This is an optimization exercise on Yosys and OpenROAD, whose aim is small area, not a production implementation.
The RTL was checked by simulation tests, not by an equivalence proof against the original design.
No driver is modelled on the clock port, so clock power and skew are understated where the tree is cut down; a real chip needs a root buffer or a tree.

==> flow/design.v <==
module DE1_SoC (HEX0, HEX1, HEX2, HEX3, HEX4, HEX5, KEY, SW, GPIO_1, CLOCK_50);
    output logic [6:0]  HEX0, HEX1, HEX2, HEX3, HEX4, HEX5;
    input  logic [3:0]  KEY;
    input  logic [9:0]  SW;
    output logic [35:0] GPIO_1;
    input  logic CLOCK_50;
    logic clk, rst;
    assign clk = CLOCK_50;
    assign rst = SW[9];
    assign HEX3 = '1;
    assign HEX4 = '1;
    logic [3:0] row;
    always_ff @(posedge clk) row <= rst ? 4'd0 : row + 4'd1;
    logic kprev, push;
    always_ff @(posedge clk) kprev <= ~KEY[3];
    assign push = ~KEY[3] & ~kprev;
    localparam logic [2:0] M7_INV = 3'b010;
    localparam logic [3:0] M13_INV = 4'b1010;
    localparam logic [6:0] M109_INV = 7'b1010101;
    logic [2:0] m7, m7_q;
    logic [3:0] m13, m13_q;
    logic [6:0] m109, m109_q;
    logic fall, scroll, t7;
    assign m7 = m7_q ^ M7_INV;
    assign m13 = m13_q ^ M13_INV;
    assign m109 = m109_q ^ M109_INV;
    always_ff @(posedge clk) begin
        if (rst) begin
            m7_q <= M7_INV;
            m13_q <= M13_INV;
            m109_q <= M109_INV;
        end else begin
            m7_q <= {m7[1:0], ~(m7[1] ^ m7[2])} ^ M7_INV;
            m13_q <= {m13[2:0], ~(m13[2] ^ m13[3] ^ (m13[1] | m13[2]))} ^ M13_INV;
            m109_q <= {m109[5:0], ~(m109[0] ^ m109[1] ^ m109[6] ^ (m109[4] | m109[5]))} ^ M109_INV;
        end
    end
    assign t7 = (m7 == 3'b100);
    assign fall = t7 & (m109 == 7'b1000000);
    assign scroll = t7 & (m13 == 4'b1000) & (row[1:0] == 2'd3);
    logic [15:0] bird, bird_n, up, down;
    assign bird = ~bird_n;
    assign up = {bird[14:0], 1'b0};     
    assign down = {1'b0, bird[15:1]};   
    always_ff @(posedge clk) begin
        if (rst) bird_n <= ~16'h0400;
        else bird_n <= ~((bird & ~{16{push | fall}}) |
                         (~bird & (({16{push}} & down) | ({16{fall}} & up))));
    end
    localparam logic [9:0] LFSR_INV = 10'b1010101010;
    logic [9:0] lfsr, lfsr_q;
    assign lfsr = lfsr_q ^ LFSR_INV;
    always_ff @(posedge clk) lfsr_q <= (rst ? 10'd0 : {~(lfsr[3] ^ lfsr[0]), lfsr[9:1]}) ^ LFSR_INV;
    logic [2:0] diff, count;
    logic [3:0] a;
    logic pv;   
    always_comb begin
        case (SW[2:0])
            3'd0: diff = 3'd7;
            3'd1, 3'd2, 3'd4: diff = 3'd5;
            3'd3, 3'd5, 3'd6: diff = 3'd4;
            default: diff = 3'd3;
        endcase
    end
    function automatic logic [3:0] mod9(input logic [9:0] x);
        logic [4:0] u;
        u = {2'b0, x[2:0]} + {2'b0, ~x[5:3]} + {2'b0, x[8:6]} + {4'b0, ~x[9]} + 5'd1;
        if (u >= 5'd18) u = u - 5'd18;
        else if (u >= 5'd9) u = u - 5'd9;
        mod9 = u[3:0];
    endfunction
    always_ff @(posedge clk) begin
        if (rst) begin
            count <= diff;
            pv <= 1'b0;
        end else if (scroll) begin
            pv <= (count == 3'd0);
            count <= (count == 3'd0) ? diff : count - 3'd1;
            if (count == 3'd1) a <= mod9(lfsr);
        end
    end
    logic [1:0] gp [0:3];
    logic [1:0] gp_n [0:3];   
    logic [3:0] gc [0:3];
    logic [3:0] ne;
    genvar g;
    generate
        for (g = 0; g < 4; g++) begin : grp
            logic own, inc;
            assign gp[g] = ~gp_n[g];
            logic [3:0] icode;
            assign ne[g] = ~(gc[g][3] & gc[g][0]);
            assign own = ne[g] & (gp[g] != 2'd0);
            if (g < 3) begin : mid
                assign inc = ne[g+1] & (gp[g+1] == 2'd0);
                assign icode = gc[g+1];
            end else begin : top
                assign inc = pv;
                assign icode = a;
            end
            always_ff @(posedge clk) begin
                if (rst) begin
                    gc[g][3] <= 1'b1;
                    gc[g][0] <= 1'b1;
                end else if (scroll) begin
                    gp_n[g] <= ~(inc ? 2'd3 : gp[g] - 2'd1);
                    if (inc) gc[g] <= icode;
                    else if (!own) begin
                        gc[g][3] <= 1'b1;
                        gc[g][0] <= 1'b1;
                    end
                end
            end
        end
    endgenerate
    function automatic logic [15:0] pipe_pat(input logic [3:0] c);
        logic [15:0] p;
        p[0] = ~((~c[0] & ~c[1] & ~c[2] & ~c[3]) | (c[0] & c[3]));
        p[1] = ~((~c[1] & ~c[2] & ~c[3]) | (c[0] & c[3]));
        p[2] = (c[0] & c[1] & ~c[3]) | (~c[0] & c[3]) | (c[2] & ~c[3]);
        p[3] = (c[2] & ~c[3]) | (~c[0] & c[3]);
        p[4] = (~c[0] & c[3]) | (c[0] & c[2] & ~c[3]) | (c[1] & c[2] & ~c[3]);
        p[5] = (~c[0] & ~c[1] & ~c[2]) | (c[1] & c[2] & ~c[3]);
        p[6] = (~c[1] & ~c[2] & ~c[3]) | (c[0] & c[1] & c[2] & ~c[3]) | (~c[0] & c[3]);
        p[7] = (~c[1] & ~c[2] & ~c[3]) | (~c[0] & ~c[2]);
        p[8] = (~c[2] & ~c[3]);
        p[9] = (~c[2] & ~c[3]) | (~c[0] & ~c[1] & ~c[3]);
        p[10] = ~((c[1] & c[2]) | (c[3]));
        p[11] = ~((c[0] & c[1] & c[2]) | (c[3]));
        p[12] = (~c[3]);
        p[13] = ~((c[0] & c[3]));
        p[14] = ~((c[0] & c[3]));
        p[15] = ~((c[0] & c[3]));
        pipe_pat = p;
    endfunction
    logic on, stop_buf, incr_buf, incr_prev, incr;
    logic col2, dead;
    assign col2 = ne[0] & (gp[0] == 2'd2);
    assign dead = |(pipe_pat(gc[0] | {4{gp[0] != 2'd2}}) & bird) | (bird == 16'd0);
    assign incr = incr_buf & ~incr_prev;
    always_ff @(posedge clk) begin
        incr_prev <= incr_buf;
        if (rst) begin
            on <= 1'b1;
            stop_buf <= 1'b0;
            incr_buf <= 1'b0;
        end else begin
            on <= on & ~stop_buf;
            stop_buf <= on & dead;
            incr_buf <= on & ~dead & col2;
        end
    end
    function automatic logic [6:0] seg(input logic [3:0] c);
        seg[0] = ~((~c[3]) | (~c[1]) | (~c[0] & ~c[2]));
        seg[1] = (~c[0] & ~c[1] & c[2]) | (~c[0] & ~c[3]);
        seg[2] = (c[0] & ~c[1] & ~c[2]);
        seg[3] = (c[1] & c[3]);
        seg[4] = (c[1] & c[3]) | (~c[1] & c[2]);
        seg[5] = (c[1] & ~c[2]) | (c[0] & c[3]);
        seg[6] = ~((~c[1]) | (~c[0] & c[2]));
    endfunction
    function automatic logic [3:0] dnext(input logic [3:0] c);
        dnext[0] = ~((~c[0] & c[1]) | (c[2] & c[3]));
        dnext[1] = (~c[3]) | (~c[1] & c[2]);
        dnext[2] = (~c[1]) | (c[2] & c[3]);
        dnext[3] = (c[1]) | (c[0] & c[3]);
    endfunction
    function automatic logic dnine(input logic [3:0] c);
        dnine = (~c[1] & ~c[3]);
    endfunction
    localparam logic [3:0] DZERO = 4'd7;
    logic [3:0] d0, d1, d2;
    logic i1, i2;
    assign i1 = incr & dnine(d0);
    assign i2 = i1 & dnine(d1);
    always_ff @(posedge clk) begin
        if (rst) begin
            d0 <= DZERO; d1 <= DZERO; d2 <= DZERO;
        end else begin
            if (incr) d0 <= dnext(d0);
            if (i1) d1 <= dnext(d1);
            if (i2) d2 <= dnext(d2);
        end
    end
    assign HEX0 = seg(d0);
    assign HEX1 = seg(d1);
    assign HEX2 = seg(d2);
    always_comb begin
        case (SW[2:0])
            3'd0: HEX5 = 7'b1111001;
            3'd1, 3'd2, 3'd4: HEX5 = 7'b0100100;
            3'd3, 3'd5, 3'd6: HEX5 = 7'b0110000;
            default: HEX5 = 7'b0011001;
        endcase
    end
    logic [15:0] green, red, ends;
    logic [1:0] sg;
    assign sg = row[3:2];
    assign green = pipe_pat(gc[sg] | {4{~on | (gp[sg] != row[1:0])}});
    localparam logic [255:0] ENDS = {
        16'b0000000001010100, 16'b0010111001010100, 16'b0001101001111100, 16'b0011111001111000,
        16'b0000000000000100, 16'b0010101001111000, 16'b0010101000000100, 16'b0011111001111000,
        16'b0000000000000000, 16'b0001111001111000, 16'b0010000000010100, 16'b0001111001111000,
        16'b0000000000000000, 16'b0011111000110100, 16'b0010001001010100, 16'b0011111000111000};
    assign ends = ENDS[16 * row +: 16];
    assign red = on ? ((row == 4'd2) ? bird : 16'd0) : ends;
    assign GPIO_1[35:32] = row;
    genvar j;
    generate
        for (j = 0; j < 16; j++) begin : px
            assign GPIO_1[31 - j] = green[j];
            assign GPIO_1[15 - j] = red[j];
        end
    endgenerate
endmodule
Settings: LEC_CHECK=0, CAP_MARGIN=20, CORE_MARGIN=2, CORE_UTILIZATION=80, SLEW_MARGIN=20; clock period 6.5 ns.
standard.sh (not shown) runs the stock make flow with config.mk's settings and CLKGATE_MAP_FILE= SYNTH_SCRIPT=/design/flow/synth_recipe.tcl, a recipe that flattens the netlist after the stock synthesis.
==> flow/flow/run.sh <==
#!/bin/bash
# The standard layout (standard.sh), with these changes:
#  - synthesis uses flow/synth.tcl: no adder extraction, and ABC maps with
#    flow/deep.abc (&deepsyn) for each seed in FLOW_ABC_SEEDS, keeping the
#    smallest netlist (registers are the standard synthesis's);
#  - each port is buffered with the smallest buffer cell;
#  - one tie cell drives all constant outputs;
#  - the clock tree is flow/cts.tcl: the clock port drives MY_NBUF buffers,
#    each driving one cluster of the registers.
set -euo pipefail
here=$(pwd)
export FLOW_ABC_SCRIPT=$here/flow/deep.abc
export FLOW_ABC_SEEDS="0 1 2 3"
export BUFFER_PORTS_ARGS="-buffer_cell sky130_fd_sc_hd__buf_1"
export SKIP_REPAIR_TIE_FANOUT=1
export MY_CLKBUF=sky130_fd_sc_hd__clkbuf_16
export MY_NBUF=4
sed "s#SYNTH_SCRIPT=[^ ]*#SYNTH_SCRIPT=$here/flow/synth.tcl#" standard.sh > own_standard.sh
bash own_standard.sh place > standard_place.log 2>&1
bash own_standard.sh run RUN_SCRIPT=$here/flow/cts.tcl > cts.log 2>&1
bash own_standard.sh > standard.log 2>&1
==> flow/flow/cts.tcl <==
# Clock tree of NBUF buffers of type MY_CLKBUF, each driving one cluster of the
# clock sinks (k-means on the sink locations, with clusters of equal size),
# all driven by the clock port.
source $::env(SCRIPTS_DIR)/load.tcl
erase_non_stage_variables cts
load_design 3_place.odb 3_place.sdc
set_dont_use $::env(DONT_USE_CELLS)
set block [ord::get_db_block]
set clk [$block findNet CLOCK_50]
$clk setSigType CLOCK
set k $::env(MY_NBUF)
set sinks {}
foreach it [$clk getITerms] {
  set bb [[$it getInst] getBBox]
  lappend sinks [list $it [expr {([$bb xMin] + [$bb xMax]) / 2.0}] [expr {([$bb yMin] + [$bb yMax]) / 2.0}]]
}
# k-means, seeded by sinks spread along the list sorted by x
set sorted [lsort -real -index 1 $sinks]
set n [llength $sorted]
set cent {}
for {set i 0} {$i < $k} {incr i} {
  set s [lindex $sorted [expr {int(($i + 0.5) * $n / $k)}]]
  lappend cent [list [lindex $s 1] [lindex $s 2]]
}
set cap [expr {($n + $k - 1) / $k}]
for {set iter 0} {$iter < 30} {incr iter} {
  # balanced assignment: closest (sink, cluster) pairs first, at most cap sinks per cluster
  set pairs {}
  set si 0
  foreach s $sinks {
    for {set i 0} {$i < $k} {incr i} {
      set c [lindex $cent $i]
      lappend pairs [list [expr {pow([lindex $s 1] - [lindex $c 0], 2) + pow([lindex $s 2] - [lindex $c 1], 2)}] $si $i]
    }
    incr si
  }
  set assign [lrepeat $n -1]
  set fill [lrepeat $k 0]
  foreach p [lsort -real -index 0 $pairs] {
    lassign $p d si i
    if {[lindex $assign $si] >= 0 || [lindex $fill $i] >= $cap} continue
    lset assign $si $i
    lset fill $i [expr {[lindex $fill $i] + 1}]
  }
  set newc {}
  for {set i 0} {$i < $k} {incr i} {
    set sx 0; set sy 0; set m 0
    foreach s $sinks a $assign { if {$a == $i} { set sx [expr {$sx + [lindex $s 1]}]; set sy [expr {$sy + [lindex $s 2]}]; incr m } }
    if {$m > 0} { lappend newc [list [expr {$sx / $m}] [expr {$sy / $m}]] } else { lappend newc [lindex $cent $i] }
  }
  set cent $newc
}
set master [[ord::get_db] findMaster $::env(MY_CLKBUF)]
for {set i 0} {$i < $k} {incr i} {
  set buf [odb::dbInst_create $block $master clkbuf_$i]
  set net [odb::dbNet_create $block clknet_$i]
  $net setSigType CLOCK
  set m 0
  foreach s $sinks a $assign { if {$a == $i} { set it [lindex $s 0]; $it disconnect; $it connect $net; incr m } }
  [$buf findITerm A] connect $clk
  [$buf findITerm X] connect $net
  set c [lindex $cent $i]
  $buf setLocation [expr {int([lindex $c 0])}] [expr {int([lindex $c 1])}]
  $buf setPlacementStatus PLACED
  puts "clock buffer $i drives $m sinks"
}
detailed_placement
set_propagated_clock [all_clocks]
estimate_parasitics -placement
report_clock_skew
orfs_write_db $::env(RESULTS_DIR)/4_1_cts.odb
orfs_write_sdc $::env(RESULTS_DIR)/4_cts.sdc
Other scripts of this flow, unchanged in this note and not shown: flow/flow/deep.abc, flow/flow/synth.tcl
The first run completed without violations.
Edit:
--- a/flow/flow/run.sh
+++ b/flow/flow/run.sh
@@ -11,5 +11,5 @@
 here=$(pwd)
 export FLOW_ABC_SCRIPT=$here/flow/deep.abc
-export FLOW_ABC_SEEDS="0 1 2 3"
+export FLOW_ABC_SEEDS="0 1 2 3 4 5"
 export BUFFER_PORTS_ARGS="-buffer_cell sky130_fd_sc_hd__buf_1"
 export SKIP_REPAIR_TIE_FANOUT=1
--- a/flow/config.mk
+++ b/flow/config.mk
@@ -8,4 +8,4 @@
 export CAP_MARGIN = 20
 export CORE_MARGIN = 2
-export CORE_UTILIZATION = 80
+export CORE_UTILIZATION = 70
 export SLEW_MARGIN = 20
Effect:
- The new run finished clean
- final cell count is higher slightly
- maximum frequency decreases by a few percent
- synthesized area is unchanged
- core utilization goes down by 12 points
- wire length fell by a little under a tenth
- hold slack barely changes
- worst setup slack is worse by 290 ps
- clock skew barely changes
- die area came out higher by roughly a tenth
Edit:
--- a/flow/flow/run.sh
+++ b/flow/flow/run.sh
@@ -11,9 +11,9 @@
 here=$(pwd)
 export FLOW_ABC_SCRIPT=$here/flow/deep.abc
-export FLOW_ABC_SEEDS="0 1 2 3 4 5"
+export FLOW_ABC_SEEDS="0 1 2 3"
 export BUFFER_PORTS_ARGS="-buffer_cell sky130_fd_sc_hd__buf_1"
 export SKIP_REPAIR_TIE_FANOUT=1
 export MY_CLKBUF=sky130_fd_sc_hd__clkbuf_16
-export MY_NBUF=4
+export MY_NBUF=3
 sed "s#SYNTH_SCRIPT=[^ ]*#SYNTH_SCRIPT=$here/flow/synth.tcl#" standard.sh > own_standard.sh
 bash own_standard.sh place > standard_place.log 2>&1
Outcome: Die area does not change. Clock skew grows by 6.3 ps. Synthesized area does not change.
In every run of this note, the design's own scripts or RTL, not TritonCTS, make the clock network.

what the ideal ports hide:
No port has a modelled driver above. Below, the same layouts with a new extraction and two added sets of constraints. Step 1 assumes that a clkbuf_16 drives the clock port and a buf_2 every other input. Step 2 times the ports against the registers' clock, not the clock port: input delays grow and output delays shrink by t, the midpoint of the rising clock arrivals with the driver on. Three values: ideal ports, drivers, drivers and shift; two values: the first two.
run	t (ns)	setup slack, ns	hold WS [ns]	slew at the worst register clock pin (ns)	cell pins on the clock port's net
the first run	0.227	1.455 / 1.380 / 1.607	0.368 / 0.368 / 0.368	0.09 / 0.09	4
the second run	0.228	1.162 / 1.085 / 1.313	0.367 / 0.367 / 0.367	0.09 / 0.09	4
the third run	0.233	1.217 / 1.154 / 1.387	0.370 / 0.370 / 0.370	0.12 / 0.12	3
After both steps setup and hold are still met in every run listed.
